Source: an optimization exercise on an open RTL-to-GDS flow (aim: small area, a short achievable clock period and few clock cycles). Production flows keep margins and buffers that such runs may drop.
Function was not checked in any run shown here: the RTL went through the layout flow alone.

===== config.mk =====
export PLATFORM = sky130hd
export DESIGN_NAME = geofence
export DESIGN_NICKNAME = geofence
export VERILOG_FILES = /design/flow/design.v
export SDC_FILE = /design/flow/constraint.sdc
export NUM_CORES = 4
export LEC_CHECK = 0
export CAP_MARGIN = 20
export CORE_MARGIN = 2
export CORE_UTILIZATION = 60
export GPL_ROUTABILITY_DRIVEN = 1
export GPL_TIMING_DRIVEN = 1
export PLACE_DENSITY = 0.75
export SLEW_MARGIN = 20

===== constraint.sdc =====
create_clock -name core_clock -period 24.0 [get_ports {clk}]
set_input_delay 4.8000 -clock core_clock [delete_from_list [all_inputs] [get_ports {clk}]]
set_output_delay 4.8000 -clock core_clock [all_outputs]
set_load 0.01 [all_outputs]

===== design.v =====
module geofence (clk, reset, X, Y, R, valid, is_inside);
    input clk;
    input reset;
    input [9:0] X;
    input [9:0] Y;
    input [10:0] R;
    output valid;
    output is_inside;
    localparam SORT = 5'd24;
    reg [4:0] cyc;
    reg valid_r;
    reg fb;                  
    reg nonconv;
    reg [1:0] sj;            
    reg [2:0] si;            
    reg [1:0] sph;           
    assign valid = valid_r;
    wire sort_done = (cyc == SORT) && (sph == 2'd2) && (sj == 2'd3) && (si == 3'd4);
    wire bad;                
    always @(posedge clk or posedge reset) begin
        if (reset) begin
            cyc <= 5'd0;
            valid_r <= 1'b0;
            fb <= 1'b0;
            sj <= 2'd0;
            si <= 3'd0;
            sph <= 2'd0;
        end else begin
            valid_r <= (cyc == 5'd22) && (fb || !bad);
            if (cyc == 5'd22)
                cyc <= (fb || !bad) ? 5'd23 : SORT;
            else if (cyc == 5'd23)
                cyc <= 5'd0;
            else if (cyc == SORT)
                cyc <= sort_done ? 5'd7 : SORT;
            else
                cyc <= cyc + 5'd1;
            if (cyc == 5'd22 && !fb && bad)
                fb <= 1'b1;
            else if (cyc == 5'd23)
                fb <= 1'b0;
            if (cyc == SORT) begin
                sph <= (sph == 2'd2) ? 2'd0 : sph + 2'd1;
                if (sph == 2'd2) begin
                    sj <= sj + 2'd1;
                    if (sj == 2'd3) si <= si + 3'd1;
                end
            end else begin
                sph <= 2'd0; sj <= 2'd0; si <= 3'd0;
            end
        end
    end
    wire load = (cyc <= 5'd5);
    reg [9:0]  rx [0:5];
    reg [9:0]  ry [0:5];
    reg [10:0] rr [0:5];
    reg [2:0]  rk [0:5];
    reg [5:0]  gtr;               
    reg [5:0]  ltr;               
    reg [2:0]  ek [0:5];          
    wire [19:0] pkey = {X, Y};
    reg  [5:0] vld, lt, gt;
    integer k;
    always @(*) begin
        for (k = 0; k < 6; k = k + 1) begin
            vld[k] = (k >= 6 - cyc);
            lt[k] = vld[k] && ({rx[k], ry[k]} < pkey);
            gt[k] = vld[k] && ({rx[k], ry[k]} > pkey);
        end
    end
    wire newf = (cyc >= 5'd1) && (cyc <= 5'd6);
    reg [2:0] ltcnt;
    always @(*) begin
        ltcnt = 3'd0;
        for (k = 0; k < 6; k = k + 1)
            ltcnt = ltcnt + {2'b0, ltr[k]};
        for (k = 0; k < 5; k = k + 1)
            ek[k] = rk[k] + {2'b0, gtr[k]};
        ek[5] = newf ? ltcnt : rk[5];
    end
    always @(posedge clk) begin
        for (k = 0; k < 5; k = k + 1) begin
            rx[k] <= rx[k+1];
            ry[k] <= ry[k+1];
            rr[k] <= rr[k+1];
            rk[k] <= ek[k+1];
        end
        if (load) begin
            rx[5] <= X; ry[5] <= Y; rr[5] <= R;
            gtr <= {1'b0, gt[5:1]};
            ltr <= lt;
        end else begin
            rx[5] <= rx[0]; ry[5] <= ry[0]; rr[5] <= rr[0]; rk[5] <= ek[0];
            gtr <= 6'd0;
            ltr <= 6'd0;
        end
    end
    function [19:0] rdxy;
        input [2:0] want;
        input [59:0] xs, ys;
        input [17:0] ks;
        integer i;
        begin
            rdxy = 20'd0;
            for (i = 0; i < 6; i = i + 1)
                if (ks[3*i +: 3] == want) rdxy = rdxy | {xs[10*i +: 10], ys[10*i +: 10]};
        end
    endfunction
    function [10:0] rdr;
        input [2:0] want;
        input [65:0] rs;
        input [17:0] ks;
        integer i;
        begin
            rdr = 11'd0;
            for (i = 0; i < 6; i = i + 1)
                if (ks[3*i +: 3] == want) rdr = rdr | rs[11*i +: 11];
        end
    endfunction
    wire [59:0] xs = {rx[5], rx[4], rx[3], rx[2], rx[1], rx[0]};
    wire [59:0] ys = {ry[5], ry[4], ry[3], ry[2], ry[1], ry[0]};
    wire [65:0] rs = {rr[5], rr[4], rr[3], rr[2], rr[1], rr[0]};
    wire [17:0] ks = {rk[5], rk[4], rk[3], rk[2], rk[1], rk[0]};
    wire [17:0] eks = {ek[5], ek[4], ek[3], ek[2], ek[1], ek[0]};
    reg f1, f2, f3, f4;           
    reg [2:0] lastU, lastL;       
    reg [2:0] p2, p3, p4;         
    reg [2:0] p0rank;             
    reg [2:0] perm1, perm2, perm3, perm4, perm5;    
    wire [2:0] n1 = (f2 == f1) ? 3'd2 : (f3 == f1) ? 3'd3 : (f4 == f1) ? 3'd4 : 3'd5;
    wire [2:0] n2 = (f3 == f2) ? 3'd3 : (f4 == f2) ? 3'd4 : 3'd5;
    wire [2:0] n3 = (f4 == f3) ? 3'd4 : 3'd5;
    reg [2:0] sa_rank, sb_rank;   
    always @(*) begin
        case (sj)
            2'd0: begin sa_rank = perm1; sb_rank = perm2; end
            2'd1: begin sa_rank = perm2; sb_rank = perm3; end
            2'd2: begin sa_rank = perm3; sb_rank = perm4; end
            default: begin sa_rank = perm4; sb_rank = perm5; end
        endcase
    end
    reg [2:0] co, ca, cb;
    reg cx_ld;
    always @(*) begin
        cx_ld = 1'b1;
        co = 3'd0; ca = 3'd5; cb = cyc[2:0] - 3'd5;      
        if (cyc == SORT) begin
            co = p0rank; ca = sa_rank; cb = sb_rank; cx_ld = (sph == 2'd0);
        end else if (cyc == 5'd11) begin
            co = 3'd0; ca = 3'd1; cb = n1;
        end else if (cyc == 5'd18) begin
            co = p2; ca = 3'd2; cb = n2;
        end else if (cyc == 5'd19) begin
            co = p3; ca = 3'd3; cb = n3;
        end else if (cyc == 5'd20) begin
            co = p4; ca = 3'd4; cb = 3'd5;
        end else if (!(cyc >= 5'd6 && cyc <= 5'd9)) begin
            cx_ld = 1'b0;
        end
    end
    wire [19:0] po = rdxy(co, xs, ys, eks);
    wire [19:0] pA = rdxy(ca, xs, ys, eks);
    wire [19:0] pB = rdxy(cb, xs, ys, eks);
    wire [10:0] ax = {1'b0, pA[19:10]} - {1'b0, po[19:10]};
    wire [10:0] ay = {1'b0, pA[9:0]}   - {1'b0, po[9:0]};
    wire [10:0] bx = {1'b0, pB[19:10]} - {1'b0, po[19:10]};
    wire [10:0] by = {1'b0, pB[9:0]}   - {1'b0, po[9:0]};
    wire [9:0] aax = ax[10] ? (10'd0 - ax[9:0]) : ax[9:0];
    wire [9:0] aay = ay[10] ? (10'd0 - ay[9:0]) : ay[9:0];
    wire [9:0] abx = bx[10] ? (10'd0 - bx[9:0]) : bx[9:0];
    wire [9:0] aby = by[10] ? (10'd0 - by[9:0]) : by[9:0];
    reg [2:0] wa, wb;
    reg wdir;                     
    reg [2:0] fo0, fo1;
    always @(*) begin
        case (cyc)
            5'd7:  begin fo0 = p0rank; fo1 = perm1; end
            5'd8:  begin fo0 = perm1;  fo1 = perm2; end
            5'd9:  begin fo0 = perm2;  fo1 = perm3; end
            5'd10: begin fo0 = perm3;  fo1 = perm4; end
            5'd11: begin fo0 = perm4;  fo1 = perm5; end
            default: begin fo0 = perm5; fo1 = p0rank; end
        endcase
        wdir = (fo0 < fo1);
        if (fb) begin
            wa = wdir ? fo0 : fo1;
            wb = wdir ? fo1 : fo0;
        end else begin
            case (cyc)
                5'd7:  begin wa = 3'd0; wb = 3'd1; end
                5'd8:  begin wa = 3'd4; wb = 3'd5; end
                5'd9:  begin wa = f2 ? lastU : lastL; wb = 3'd2; end
                5'd10: begin wa = f3 ? lastU : lastL; wb = 3'd3; end
                5'd11: begin wa = f4 ? lastU : lastL; wb = 3'd4; end
                default: begin wa = f4 ? lastL : lastU; wb = 3'd5; end
            endcase
        end
    end
    always @(posedge clk) begin
        if (cyc == 5'd8) begin
            lastU <= f1 ? 3'd1 : 3'd0;
            lastL <= f1 ? 3'd0 : 3'd1;
        end else if (cyc == 5'd9) begin
            if (f2) lastU <= 3'd2; else lastL <= 3'd2;
        end else if (cyc == 5'd10) begin
            if (f3) lastU <= 3'd3; else lastL <= 3'd3;
        end else if (cyc == 5'd11) begin
            if (f4) lastU <= 3'd4; else lastL <= 3'd4;
        end
        if (!fb) begin
            if (cyc == 5'd9)  p2 <= wa;
            if (cyc == 5'd10) p3 <= wa;
            if (cyc == 5'd11) p4 <= wa;
        end
    end
    wire [19:0] pa = rdxy(wa, xs, ys, ks);
    wire [19:0] pb = rdxy(wb, xs, ys, ks);
    wire [9:0]  s0_dx = pb[19:10] - pa[19:10];
    wire [10:0] s0_dys = {1'b0, pb[9:0]} - {1'b0, pa[9:0]};
    wire [9:0]  s0_dy = s0_dys[10] ? (10'd0 - s0_dys[9:0]) : s0_dys[9:0];
    wire [10:0] s0_h  = {1'b0, pa[9:0]} + {1'b0, pb[9:0]};
    reg [9:0] s1_dx, s1_dy; reg [10:0] s1_h; reg [2:0] s1_ra, s1_rb; reg s1_dir;
    always @(posedge clk) begin
        s1_dx <= s0_dx; s1_dy <= s0_dy; s1_h <= s0_h; s1_ra <= wa; s1_rb <= wb; s1_dir <= wdir;
    end
    reg [20:0] s1_d2;
    integer i, j;
    always @(*) begin
        s1_d2 = 21'd0;
        for (i = 0; i < 10; i = i + 1) begin
            s1_d2 = s1_d2 + ({20'd0, s1_dx[i]} << (2*i)) + ({20'd0, s1_dy[i]} << (2*i));
            for (j = i + 1; j < 10; j = j + 1)
                s1_d2 = s1_d2 + ({20'd0, s1_dx[i] & s1_dx[j]} << (i+j+1))
                              + ({20'd0, s1_dy[i] & s1_dy[j]} << (i+j+1));
        end
    end
    reg [19:0] s2_d2; reg [9:0] s2_dx; reg [10:0] s2_h; reg [2:0] s2_ra, s2_rb; reg s2_dir;
    always @(posedge clk) begin
        s2_d2 <= s1_d2[19:0]; s2_dx <= s1_dx; s2_h <= s1_h; s2_ra <= s1_ra; s2_rb <= s1_rb; s2_dir <= s1_dir;
    end
    wire [12:0] c2_r; wire [9:0] c2_q;
    nrsqrt #(0, 5) sqc0 (.r_in(13'd0), .q_in(10'd0), .rad(s2_d2), .r_out(c2_r), .q_out(c2_q));
    reg [12:0] s3_r; reg [9:0] s3_q; reg [19:0] s3_rad; reg [9:0] s3_dx; reg [10:0] s3_h; reg [2:0] s3_ra, s3_rb; reg s3_dir;
    always @(posedge clk) begin
        s3_r <= c2_r; s3_q <= c2_q; s3_rad <= s2_d2; s3_dx <= s2_dx; s3_h <= s2_h; s3_ra <= s2_ra; s3_rb <= s2_rb; s3_dir <= s2_dir;
    end
    wire [12:0] c3_r; wire [9:0] c3_q;
    nrsqrt #(5, 8) sqc1 (.r_in(s3_r), .q_in(s3_q), .rad(s3_rad), .r_out(c3_r), .q_out(c3_q));
    reg [12:0] s4_r; reg [9:0] s4_q; reg [19:0] s4_rad; reg [2:0] s4_ra, s4_rb;
    always @(posedge clk) begin
        s4_r <= c3_r; s4_q <= c3_q; s4_rad <= s3_rad; s4_ra <= s3_ra; s4_rb <= s3_rb;
    end
    wire [12:0] c4_r; wire [9:0] c4_q;
    nrsqrt #(8, 10) sqc2 (.r_in(s4_r), .q_in(s4_q), .rad(s4_rad), .r_out(c4_r), .q_out(c4_q));
    wire [10:0] ra4 = rdr(s4_ra, rs, ks);
    wire [10:0] rb4 = rdr(s4_rb, rs, ks);
    reg [9:0] s5_c; reg [11:0] e5, d5;
    always @(posedge clk) begin
        s5_c <= c4_q;
        e5 <= {1'b0, ra4} + {1'b0, rb4};
        d5 <= {1'b0, ra4} - {1'b0, rb4};
    end
    wire [12:0] sum5 = {1'b0, e5} + {3'b0, s5_c};
    wire [12:0] smc  = {1'b0, e5} - {3'b0, s5_c};
    wire [12:0] sma  = {3'b0, s5_c} - {d5[11], d5};
    wire [12:0] smb  = {3'b0, s5_c} + {d5[11], d5};
    wire [11:0] hsmc = smc[12:1];
    wire [11:0] hsma = sma[12:1];
    wire [11:0] hsmb = smb[12:1];
    wire [10:0] s5_s = sum5[11:1];
    wire [10:0] s5_p = hsmc[11] ? (11'd0 - hsmc[10:0]) : hsmc[10:0];
    wire [10:0] s5_q = hsma[11] ? (11'd0 - hsma[10:0]) : hsma[10:0];
    wire [10:0] s5_rr = hsmb[11] ? (11'd0 - hsmb[10:0]) : hsmb[10:0];
    reg [10:0] m_a0, m_b0, m_a1, m_b1;
    reg neg1, neg2;
    always @(posedge clk) begin
        if (cx_ld) begin
            m_a0 <= {1'b0, aax}; m_b0 <= {1'b0, aby};
            m_a1 <= {1'b0, aay}; m_b1 <= {1'b0, abx};
            neg1 <= ax[10] ^ by[10]; neg2 <= ay[10] ^ bx[10];
        end else begin
            m_a0 <= s5_s; m_b0 <= s5_p;
            m_a1 <= s5_q; m_b1 <= s5_rr;
        end
    end
    wire [19:0] u6 = m_a0 * m_b0;
    wire [19:0] v6 = m_a1 * m_b1;
    wire gt6 = (u6 > v6);
    reg [19:0] s7_u, s7_v;
    always @(posedge clk) begin
        s7_u <= u6; s7_v <= v6;
    end
    wire cpos = (neg1 == neg2) ? (neg1 ^ gt6) : ~neg1;     
    always @(posedge clk) begin
        if (cyc == 5'd7)  f1 <= cpos;
        if (cyc == 5'd8)  f2 <= cpos;
        if (cyc == 5'd9)  f3 <= cpos;
        if (cyc == 5'd10) f4 <= cpos;
    end
    reg neg1_d, neg2_d;
    always @(posedge clk) begin
        neg1_d <= neg1; neg2_d <= neg2;
    end
    wire gt7 = (s7_u > s7_v);
    wire eq7 = (s7_u == s7_v);
    wire cz_r = eq7 && ((neg1_d == neg2_d) || (s7_u == 20'd0));
    wire cpos_r = (neg1_d == neg2_d) ? (neg1_d ^ gt7) : ~neg1_d;
    always @(posedge clk) begin
        if (cyc == 5'd6)
            nonconv <= 1'b0;
        else if (cyc >= 5'd8 && cyc <= 5'd11)
            nonconv <= nonconv | cz_r;
        else if (cyc == 5'd13)
            nonconv <= nonconv | cz_r | (cpos_r == f1);
        else if (cyc == 5'd20)
            nonconv <= nonconv | cz_r | (cpos_r == f2);
        else if (cyc == 5'd21)
            nonconv <= nonconv | cz_r | (cpos_r == f3);
    end
    assign bad = nonconv | cz_r | (cpos_r == f4);
    always @(posedge clk) begin
        if (cyc == 5'd6) begin
            p0rank <= ek[0];
            perm1 <= ek[1]; perm2 <= ek[2]; perm3 <= ek[3]; perm4 <= ek[4]; perm5 <= ek[5];
        end else if (cyc == SORT && sph == 2'd2 && !cpos_r && !cz_r) begin
            case (sj)
                2'd0: begin perm1 <= perm2; perm2 <= perm1; end
                2'd1: begin perm2 <= perm3; perm3 <= perm2; end
                2'd2: begin perm3 <= perm4; perm4 <= perm3; end
                default: begin perm4 <= perm5; perm5 <= perm4; end
            endcase
        end
    end
    wire [12:0] u7_r, v7_r; wire [9:0] u7_q, v7_q;
    nrsqrt #(0, 5) squ0 (.r_in(13'd0), .q_in(10'd0), .rad(s7_u), .r_out(u7_r), .q_out(u7_q));
    nrsqrt #(0, 5) sqv0 (.r_in(13'd0), .q_in(10'd0), .rad(s7_v), .r_out(v7_r), .q_out(v7_q));
    reg [12:0] s8_ur, s8_vr; reg [9:0] s8_uq, s8_vq; reg [19:0] s8_u, s8_v;
    always @(posedge clk) begin
        s8_ur <= u7_r; s8_vr <= v7_r; s8_uq <= u7_q; s8_vq <= v7_q; s8_u <= s7_u; s8_v <= s7_v;
    end
    wire [12:0] u8_r, v8_r; wire [9:0] u8_q, v8_q;
    nrsqrt #(5, 8) squ1 (.r_in(s8_ur), .q_in(s8_uq), .rad(s8_u), .r_out(u8_r), .q_out(u8_q));
    nrsqrt #(5, 8) sqv1 (.r_in(s8_vr), .q_in(s8_vq), .rad(s8_v), .r_out(v8_r), .q_out(v8_q));
    reg [12:0] s9_ur, s9_vr; reg [9:0] s9_uq, s9_vq; reg [19:0] s9_u, s9_v;
    always @(posedge clk) begin
        s9_ur <= u8_r; s9_vr <= v8_r; s9_uq <= u8_q; s9_vq <= v8_q; s9_u <= s8_u; s9_v <= s8_v;
    end
    wire [12:0] u9_r, v9_r; wire [9:0] u9_q, v9_q;
    nrsqrt #(8, 10) squ2 (.r_in(s9_ur), .q_in(s9_uq), .rad(s9_u), .r_out(u9_r), .q_out(u9_q));
    nrsqrt #(8, 10) sqv2 (.r_in(s9_vr), .q_in(s9_vq), .rad(s9_v), .r_out(v9_r), .q_out(v9_q));
    reg plusP;
    always @(*) begin
        if (fb)
            plusP = s3_dir;
        else case (cyc)
            5'd10: plusP = ~f1;
            5'd11: plusP = ~f4;
            5'd12: plusP = ~f2;
            5'd13: plusP = ~f3;
            5'd14: plusP = ~f4;
            default: plusP = f4;
        endcase
    end
    reg [9:0] ma_r;
    reg [11:0] mb_r;
    always @(posedge clk) begin
        if (cyc >= 5'd10 && cyc <= 5'd15) begin
            ma_r <= s3_dx;
            mb_r <= plusP ? {1'b0, s3_h} : (12'd0 - {1'b0, s3_h});
        end else begin
            ma_r <= u9_q;
            mb_r <= {1'b0, v9_q, 1'b0};
        end
    end
    wire signed [22:0] mprod = $signed({1'b0, ma_r}) * $signed(mb_r);
    reg signed [25:0] acc;
    always @(posedge clk) begin
        if (cyc >= 5'd11 && cyc <= 5'd22)
            acc <= ((cyc == 5'd11) ? -26'sd1 : acc) + mprod;
    end
    assign is_inside = acc[25];
endmodule
module nrsqrt #(parameter J0 = 0, parameter J1 = 10) (r_in, q_in, rad, r_out, q_out);
    input  [12:0] r_in;
    input  [9:0]  q_in;
    input  [19:0] rad;
    output [12:0] r_out;
    output [9:0]  q_out;
    wire [12:0] rw [J0:J1];
    wire [9:0]  qw [J0:J1];
    assign rw[J0] = r_in;
    assign qw[J0] = q_in;
    genvar j;
    generate
        for (j = J0; j < J1; j = j + 1) begin : row
            localparam W = j + 3;
            wire [W-1:0] base = {rw[j][W-3:0], rad[2*(9-j)+1], rad[2*(9-j)]};
            wire [W-1:0] t;
            wire neg = (j == 0) ? 1'b0 : rw[j][W-2];
            if (j == 0) begin : t0
                assign t = {{(W-2){1'b0}}, 2'b01};
            end else begin : tj
                assign t = {{(W-2-j){1'b0}}, qw[j][j-1:0], neg, 1'b1};
            end
            wire [W-1:0] res = neg ? base + t : base - t;
            assign rw[j+1] = {{(13-W){res[W-1]}}, res};
            assign qw[j+1] = {qw[j][8:0], ~res[W-1]};
        end
    endgenerate
    assign r_out = rw[J1];
    assign q_out = qw[J1];
endmodule

===== run.sh =====
#!/bin/bash
# synth_recipe.tcl (not shown) runs the flow's synth.tcl, then flattens the netlist and writes it again
# the make line also repeats each setting of config.mk as NAME=value (left out here)
make -C /OpenROAD-flow-scripts/flow DESIGN_CONFIG=/design/flow/config.mk WORK_HOME=/design/flow/orfs CLKGATE_MAP_FILE= SYNTH_SCRIPT=/design/flow/synth_recipe.tcl finish

==> results of run 1 <==
-- worst min path at each step --
stage                        start        to  slack [ns]  cells after the start
after floorplan             s1_dir    s2_dir        0.31                      0
after global placement    s3_rb[0]  s4_rb[0]        0.31                      0
after detailed placement  s2_dx[3]  s3_dx[3]        0.31                      0
after CTS                  s8_u[3]   s9_u[3]        0.30                      0
after global routing       s8_u[0]   s9_u[0]        0.31                      0
final                      s8_u[3]   s9_u[3]        0.31                      0
-- cell type report --
cell class              count  area [µm²]
repair buffers             95         798
clock inverters            40         583
flip-flops and latches    687       14500
well taps                1254        1570
multi-input cells        4439       38500
fillers                  7582       32400
diodes                      2        5.00
inverters                 734        2760
clock buffers             102        2150
-- per-stage QoR --
stage / worst slack [ns] / cell area, µm² / utilization [%] / instances
final: 15.19 / 60900 / 65.3 / 7353
after global routing: 14.43 / 60900 / 65.2 / 7351
after CTS: 15.35 / 60900 / 65.2 / 7351
after detailed placement: 15.39 / 58200 / 62.3 / 7209
after global placement: 15.63 / 58200 / 62.3 / 7209
after floorplan: 17.00 / 56600 / - / 6093
-- sequential cells by signal, indices dropped and copies added, names as in the netlist, 12 cells and up --
name   cells
d5        12
s2_d2     20
s7_u      20
mb_r      12
ry        60
s7_v      20
rr        66
acc       26
rk        18
rx        60
-- worst reg2reg max path, delay by kind of cell (launching register included) --
family	cells	cell delay, ns
flops	1	0.48
buf+inv	3	0.55
compound gates	16	4.40
mux	1	0.36
xor+xnor	2	0.42
fa+ha+maj	3	0.97
simple gates	7	1.52
-- metal layers --
layer	up-vias	part of all wire, %	global-route usage (%)
met5	-	0	0
met4	0	5.4	16.0
met3	498	8.1	5.31
met2	1950	46	50.8
met1	21026	41	40.7
li1	20530	-	-
-- cells in the final DEF (no fill, tap or decap), types with 17 or more instances in the layout --
cell type / count
and2_1: 228
clkdlybuf4s50_1: 34
a221oi_1: 25
and3_1: 21
a21oi_1: 276
mux2_2: 44
or3_1: 31
buf_4: 61
a22o_1: 62
nand2b_1: 65
o21ai_0: 191
xnor2_1: 411
a21o_1: 87
dfxtp_1: 605
nor3_1: 59
xor2_1: 222
clkbuf_16: 78
nor2b_1: 71
nand2_1: 452
a222oi_1: 63
nand4_1: 34
or2_2: 18
fa_1: 396
o31ai_1: 25
ha_1: 677
inv_1: 730
a22oi_1: 209
nand3_1: 101
mux2i_1: 38
o211ai_1: 19
a21boi_0: 27
nor3b_1: 17
nor2_1: 253
nor3_2: 25
o21a_1: 55
edfxtp_1: 68
o21bai_1: 57
-- cell families after synthesis --
kind of cell | count (synthesis)
DFF | 687
adders and majority gates | 1073
buffers and inverters | 967
muxes | 86
and+or+nand+nor | 1427
xor gates and xnor gates | 635
AOI/OAI and AO/OA | 1218
==> flow_metrics.env, run 1 <==
export IMPL_chipHeight_um=311
export IMPL_cts_setup_buffers=0
export IMPL_htreeDepth=3
export IMPL_fmax_mhz=114
export IMPL_clk_latency_ns=0.65
export IMPL_first_global_vias=44226
export IMPL_yosys_top_cells_area="dfxtp_1, ha_1, fa_1"
export IMPL_grt_pass1_wl_mm=243
export IMPL_setup_worst_path_end="s1_dy[4]"
export IMPL_syn_nets=7199
export IMPL_critPathTopFamily="compound AO/OA/AOI/OAI gates"
export IMPL_die_x_um=311
export IMPL_finalCriticalPeriod_ns=8.81
export IMPL_drive_above_1_share_pct=5.28
export IMPL_crit_type="reg -> reg"
export IMPL_tns_ns=0
export IMPL_worst_slew_pin_slew_ns=1.19
export IMPL_grt_overflow_total=0
export IMPL_synth_ff_type="dfxtp_1"
export IMPL_seq_area_frac_synth_pct=25.6
export IMPL_grt_max_degree=69
export IMPL_yosys_warnings=9
export IMPL_rsz0062_at_grt="no"
export IMPL_synth_top_family_by_area="adder cells"
export IMPL_synth_xor_area_share_pct=9.87
export IMPL_io_pins=35
export IMPL_synthSimpleGateAreaFrac_pct=12.5
export IMPL_critPathMaxFanout=21
export IMPL_synth_async_reset_ratio_pct=2.04
export IMPL_synth_cell_types=98
export IMPL_detail_route_antenna_nets=0
export IMPL_cp_startpoint="cyc[0]"
export IMPL_num_vias=44004
export IMPL_wl_per_cell_um=20.8
export IMPL_status="finished clean"
export IMPL_cts_tree="done"
export IMPL_cts_clk_slew_worst_paths_ns=0.06
export IMPL_initial_core_util_pct=60.6
export IMPL_coreArea_um2=93300
export IMPL_drc_errors=0
export IMPL_setup_viol=0
export IMPL_antenna_found_initial=6
export IMPL_drv_cap=0
export IMPL_nNetsFinal=7140
export IMPL_critPathMaxStageDelay_ns=0.65
export IMPL_critPathSlowestCell="and4bb_1"
export IMPL_hold_viol=0
export IMPL_dp_hpwl_mm=117
export IMPL_postCtsHoldBufs=0
export IMPL_cts_resized=0
export IMPL_worst_path_stages=32
export IMPL_gp_congestion=0.973
export IMPL_hold_worst_slack_ns=0.306
export IMPL_cts_sinks=687
export IMPL_r2r_start="cyc[0]"
export IMPL_arrival_ns=9.34
export IMPL_drt_iter0_markers=4055
export IMPL_yosysMostFrequentCell="inv_1"
export IMPL_numCtsBuffers=77
export IMPL_cts_root_buffer="clkbuf_16"
export IMPL_synth_top_cell_area_share_pct=21.4
export IMPL_grt_usage_pct=31.4
export IMPL_ys_seq_elements=687
export IMPL_skew_ns=0.0221
export IMPL_portBuffers=34
export IMPL_area_growth_pct=7.64
export IMPL_required_ns=24.53
export IMPL_hp_class="reg -> reg"
export IMPL_synth_top_area_cell="dfxtp_1"
export IMPL_synth_compound_area_share_pct=14.8
export IMPL_path_buf_inv=3
export IMPL_synth_edf_count=68
export IMPL_die_area_um2=96800
export IMPL_postSynthCellCount=6093
export IMPL_vias_per_cell=5.98
export IMPL_syn_area_um2=56600
export IMPL_clk_path_buf_depth=3
export IMPL_yosys_area_share_adder_pct=29.0
export IMPL_synth_area_per_cell_um2=9.29
export IMPL_synthMuxAreaShare_pct=1.65
export IMPL_slew_viol_final=0
export IMPL_worst_setup_path_start_kind="flip-flop"
export IMPL_end_kind="flip-flop"
export IMPL_r2r_end="s1_dy[4]"
export IMPL_fin_crit_sh_pct=36.7
export IMPL_dr_pass1_iters=12
export IMPL_slew_headroom_pct=20.4
export IMPL_core_rowCount=112
export IMPL_r2r_slack_ns=15.19
export IMPL_wl_mm=153
export IMPL_synthTopCellsByCount="inv_1, ha_1, dfxtp_1"
export IMPL_r2r_cells=32
==> run 2, diff against run 1 <==
--- a/config.mk
+++ b/config.mk
@@ -7,8 +7,7 @@
 export LEC_CHECK = 0
 export CAP_MARGIN = 20
 export CORE_MARGIN = 2
-export CORE_UTILIZATION = 60
+export CORE_UTILIZATION = 35
 export GPL_ROUTABILITY_DRIVEN = 1
-export GPL_TIMING_DRIVEN = 1
-export PLACE_DENSITY = 0.75
+export PLACE_DENSITY = 0.5
 export SLEW_MARGIN = 20
==> flow_metrics.env, run 2 <==
export IMPL_antenna_found_initial=4
export IMPL_synth_area_per_cell_um2=9.29
export IMPL_hp_class="reg -> reg"
export IMPL_hold_depth=0
export IMPL_slew_viol_final=0
export IMPL_nNetsFinal=7142
export IMPL_cts_resized=0
export IMPL_crit_type="reg -> reg"
export IMPL_detail_route_antenna_nets=0
export IMPL_fin_cells=8267
export IMPL_end_kind="flip-flop"
export IMPL_place_inst=8110
export IMPL_coreArea_um2=161000
export IMPL_arrival_ns=9.28
export IMPL_critPathSlowestCell="and4bb_1"
export IMPL_cts_clk_slew_worst_paths_ns=0.06
export IMPL_r2r_cells=32
export IMPL_clk_latency_ns=0.71
export IMPL_synth_cell_types=98
export IMPL_die_area_um2=165000
export IMPL_synth_top_area_cell="dfxtp_1"
export IMPL_seq_area_frac_synth_pct=25.6
export IMPL_required_ns=24.59
export IMPL_ys_seq_elements=687
export IMPL_yosys_warnings=9
export IMPL_cts_tree="done"
export IMPL_rsz0062_at_grt="no"
export IMPL_dp_hpwl_mm=129
export IMPL_die_x_um=406
export IMPL_hold_worst_slack_ns=0.321
export IMPL_wl_mm=168
export IMPL_cts_setup_buffers=0
export IMPL_yosysMostFrequentCell="inv_1"
export IMPL_num_vias=42878
export IMPL_worst_slew_pin_slew_ns=1.14
export IMPL_regMostFlops="rr"
export IMPL_slew_headroom_pct=23.8
export IMPL_initial_core_util_pct=35.2
export IMPL_setup_viol=0
export IMPL_grt_pass1_wl_mm=260
export IMPL_postSynthCellCount=6093
export IMPL_skew_ns=0.0523
export IMPL_yosys_top_cells_area="dfxtp_1, ha_1, fa_1"
export IMPL_area_growth_pct=9.83
export IMPL_grt_max_degree=69
export IMPL_tns_ns=0
export IMPL_gp_congestion=0.895
export IMPL_portBuffers=34
export IMPL_final_cell_mix="inv_1, ha_1, dfxtp_1, nand2_1, xnor2_1"
export IMPL_first_global_vias=43404
export IMPL_largest_registers="rr x66, rx x60, ry x60"
export IMPL_drive_above_1_share_pct=5.45
export IMPL_fmax_mhz=115
export IMPL_layout_commonest_cell="inv_1"
export IMPL_cts_sinks=687
export IMPL_synth_ff_type="dfxtp_1"
export IMPL_drc_errors=0
export IMPL_grt_usage_pct=20.4
export IMPL_clk_path_buf_depth=3
export IMPL_worst_setup_path_start_kind="flip-flop"
export IMPL_synth_async_reset_ratio_pct=2.04
export IMPL_r2r_slack_ns=15.31
export IMPL_htreeDepth=3
export IMPL_layout_setup_ws_ns=15.31
export IMPL_grt_overflow_total=0
export IMPL_postCtsHoldBufs=0
export IMPL_drt_iter0_markers=3487
export IMPL_vias_per_cell=5.19
export IMPL_numCtsBuffers=84
export IMPL_finalCriticalPeriod_ns=8.69
export IMPL_status="finished clean"
export IMPL_drv_cap=0
export IMPL_synth_top_cell_area_share_pct=21.4
export IMPL_cts_root_buffer="clkbuf_16"
export IMPL_largest_reg_flops=66
export IMPL_syn_nets=7199
export IMPL_synthTopCellsByCount="inv_1, ha_1, dfxtp_1"
export IMPL_critPathMaxStageDelay_ns=0.68
export IMPL_fin_crit_sh_pct=36.2
export IMPL_pre_cts_ws_ns=15.40
export IMPL_chipHeight_um=406
export IMPL_critPathMaxFanout=21
export IMPL_synth_edf_count=68
export IMPL_dr_pass1_iters=7
export IMPL_syn_area_um2=56600
export IMPL_fillCellCount=16144
export IMPL_hold_viol=0
export IMPL_wl_per_cell_um=20.3
export IMPL_core_rowCount=147
export IMPL_io_pins=35
-- run 2: cell counts after synthesis --
No cell type changed its count.
-- run 2: worst max-delay path: cells and delay by family, from the launching register on --
family,cells,cell delay (ns)
simple gates,7,1.54
fa+ha+maj,3,0.95
mux,1,0.35
xor+xnor,2,0.37
compound gates,16,4.27
flops,1,0.47
buf+inv,3,0.58
-- run 2: area by class of cell --
type,instances,area [µm²],area share [%]
clock buffers,109,2360,3.80
inverters,734,2760,4.44
multi-input cells,4439,38500,62.0
clock inverters,47,528,0.850
diodes,1,2.50,0.00403
flip-flops and latches,687,14500,23.3
well taps,2160,2700,4.35
repair buffers,90,761,1.22
-- run 2: layer usage --
layer	share of wire (%)	up-vias	track usage, %
li1	-	20514	-
met1	46	20858	28.0
met2	45	1198	32.5
met3	5.6	306	3.16
met4	3.6	2	7.03
met5	0.0083	-	0
-- run 2: logic make-up (layout without fill, tap and decap cells) --
family	after synthesis	in the layout	synth area share, %
fa+ha+maj	1073	1073	29.0
mux	86	86	1.65
other cells	0	1	0
xor+xnor	635	635	9.87
simple gates	1427	1427	12.5
buf+inv	967	980	6.59
compound gates	1218	1218	14.8
flops	687	687	25.6
-- run 2: metrics by stage --
stage | utilization [%] | area, µm²
after floorplan | - | 56600
after global placement | 36.9 | 59300
after detailed placement | 36.9 | 59300
after CTS | 38.7 | 62100
after global routing | 38.7 | 62100
final | 38.7 | 62100
-- run 2: path summary, 6_finish.rpt --
check | to | from
hold / removal | s3_h[10] | s2_h[10]
hold reg to reg | s3_h[10] | s2_h[10]
min in group asynchronous | fb | reset
max in group asynchronous | si[2] | reset
setup / recovery | s1_dy[4] | cyc[0]
setup reg to reg | s1_dy[4] | cyc[0]
==> run 3, diff against run 2 <==
--- a/config.mk
+++ b/config.mk
@@ -5,9 +5,9 @@
 export SDC_FILE = /design/flow/constraint.sdc
 export NUM_CORES = 4
 export LEC_CHECK = 0
-export CAP_MARGIN = 20
+export CAP_MARGIN = 50
 export CORE_MARGIN = 2
 export CORE_UTILIZATION = 35
 export GPL_ROUTABILITY_DRIVEN = 1
 export PLACE_DENSITY = 0.5
-export SLEW_MARGIN = 20
+export SLEW_MARGIN = 75
==> flow_metrics.env, run 3 <==
export IMPL_status="finished clean"
export IMPL_fmax_mhz=123
export IMPL_wl_per_cell_um=20.3
export IMPL_yosys_warnings=9
export IMPL_place_inst=8179
export IMPL_tns_ns=0
export IMPL_die_area_um2=165000
export IMPL_io_pins=35
export IMPL_grt_max_degree=35
export IMPL_grt_overflow_total=0
export IMPL_synth_cell_types=98
export IMPL_synth_async_reset_ratio_pct=2.04
export IMPL_cts_sinks=687
export IMPL_synth_edf_count=68
export IMPL_slew_headroom_pct=73.3
export IMPL_regMostFlops="rr"
export IMPL_drc_errors=0
export IMPL_place_area_um2=61300
export IMPL_synth_top_area_cell="dfxtp_1"
export IMPL_final_cell_mix="inv_1, ha_1, nand2_1, dfxtp_1, fa_1"
export IMPL_postSynthCellCount=6093
export IMPL_seq_area_frac_synth_pct=25.6
export IMPL_yosys_top_cells_area="dfxtp_1, ha_1, fa_1"
export IMPL_cts_resized=0
export IMPL_grt_usage_pct=20.7
export IMPL_syn_area_um2=56600
export IMPL_final_area_um2=65000
export IMPL_r2r_slack_ns=15.90
export IMPL_fin_cells=8352
export IMPL_drv_cap=0
export IMPL_grt_pass1_wl_mm=264
export IMPL_core_rowCount=147
export IMPL_dp_hpwl_mm=130
export IMPL_critPathSlowestCell="clkdlybuf4s50_1"
export IMPL_finalCriticalPeriod_ns=8.10
export IMPL_end_kind="flip-flop"
export IMPL_htreeDepth=3
export IMPL_slew_viol_final=0
export IMPL_synthTopCellsByCount="inv_1, ha_1, dfxtp_1"
export IMPL_nNetsFinal=7224
export IMPL_syn_nets=7199
export IMPL_pre_cts_ws_ns=15.91
export IMPL_worst_setup_path_start_kind="flip-flop"
export IMPL_fillCellCount=15765
export IMPL_num_vias=43292
export IMPL_initial_core_util_pct=35.2
export IMPL_crit_type="reg -> reg"
export IMPL_critPathMaxFanout=20
export IMPL_drt_iter0_markers=3700
export IMPL_yosysMostFrequentCell="inv_1"
export IMPL_chipHeight_um=406
export IMPL_skew_ns=0.0517
export IMPL_numCtsBuffers=87
export IMPL_synth_top_cell_area_share_pct=21.4
export IMPL_fin_crit_sh_pct=33.7
export IMPL_area_growth_pct=14.9
export IMPL_required_ns=24.61
export IMPL_gp_congestion=0.895
export IMPL_ys_seq_elements=687
export IMPL_die_x_um=406
export IMPL_cts_clk_slew_worst_paths_ns=0.06
export IMPL_hp_class="reg -> reg"
export IMPL_synth_ff_type="dfxtp_1"
export IMPL_cts_root_buffer="clkbuf_16"
export IMPL_wl_mm=170
export IMPL_detail_route_antenna_nets=0
export IMPL_coreArea_um2=161000
export IMPL_hold_worst_slack_ns=0.313
export IMPL_worst_slew_pin_slew_ns=0.400
export IMPL_vias_per_cell=5.18
export IMPL_hold_viol=0
export IMPL_largest_registers="rr x66, rx x60, ry x60"
export IMPL_synth_area_per_cell_um2=9.29
export IMPL_critPathMaxStageDelay_ns=0.49
export IMPL_first_global_vias=44094
export IMPL_portBuffers=34
export IMPL_rsz0062_at_grt="no"
export IMPL_postCtsHoldBufs=0
export IMPL_setup_viol=0
export IMPL_arrival_ns=8.71
export IMPL_clk_path_buf_depth=3
export IMPL_drive_above_1_share_pct=12.6
export IMPL_layout_commonest_cell="inv_1"
export IMPL_layout_setup_ws_ns=15.90
export IMPL_cts_setup_buffers=0
export IMPL_cts_tree="done"
export IMPL_antenna_found_initial=5
export IMPL_clk_latency_ns=0.73
export IMPL_n_antenna_cell=0
export IMPL_dr_pass1_iters=9
export IMPL_largest_reg_flops=66
==> run 3: cell families (layout without fill, tap and decap cells) <==
group / count (synthesis) / after routing / synth area share [%]
adder cells (fa/ha/maj): 1073 / 1073 / 29.0
AO/OA/AOI/OAI: 1218 / 1218 / 14.8
flip-flops: 687 / 687 / 25.6
AND/OR/NAND/NOR: 1427 / 1427 / 12.5
multiplexers: 86 / 86 / 1.65
XOR/XNOR: 635 / 635 / 9.87
buffers and inverters: 967 / 1066 / 6.59
==> run 3: layout make-up <==
cell class                 count  area [µm²]  share of cell area (%)
multi-input combinational   4439       40100                    61.8
sequential                   687       14700                    22.7
inverter                     734        2770                    4.25
tap                         2160        2700                    4.16
clock buffer                 118        2550                    3.92
timing repair buffer         169        1430                    2.20
clock inverter                45         669                    1.03
==> run 3: stage by stage <==
step | utilization (%)
after floorplan | -
after global placement | 36.9
after detailed placement | 38.2
after CTS | 40.2
after global routing | 40.5
final | 40.5
==> run 3: worst paths after layout <==
path | from | endpoint | cells after the start
max reg2reg | cyc[0] | s1_dy[4] | 34
min reg2reg | s8_u[1] | s9_u[1] | 0
min in group asynchronous | reset | si[2] | 2
max | cyc[0] | s1_dy[4] | 34
min | s8_u[1] | s9_u[1] | 0
max in group asynchronous | reset | cyc[4] | 2
==> run 3: critical path, delay by kind of cell (launching register included) <==
kind                       cells  cell delay, ns
and+or+nand+nor                8            1.39
muxes                          1            0.35
DFF                            1            0.48
buffers and inverters          4            1.01
xor gates and xnor gates       2            0.35
AOI/OAI and AO/OA             15            3.23
adders and majority gates      4            1.18
==> run 3: routing by layer <==
metal  GRT usage (%)  wire, µm  vias to the layer above
met5               0        26                        -
met1            28.4     77800                    21077
met4            6.37      5420                        4
met2            33.4     77000                     1207
li1                -         -                    20700
met3            3.16      9410                      304

[re-timing with driven ports]
The flow's constraints put no driver on any port. The routed layouts listed below were extracted and timed again, unchanged, in two steps. Step 1 sets driving cells, clkbuf_16 on the clock port and buf_2 on the other inputs (assumed; they add their load-dependent delay and slew). Step 2 moves the port delays by t, midway between the first and last clock arrival at a register: inputs arrive t later, outputs are due t later. That takes back most of the time a late clock gives input paths. Slacks: ideal ports / drivers / drivers and shift; pairs: ideal ports / drivers.
run | shift t [ns] | slack for setup (ns) | worst slew at a driven data input, ns
run 1 | 0.707 | 15.192 / 15.192 / 15.192 | 0.07
run 2 | 0.760 | 15.310 / 15.310 / 15.310 | 0.07
run 3 | 0.790 | 15.901 / 15.901 / 15.901 | 0.06
After both steps every run listed still meets setup and hold.
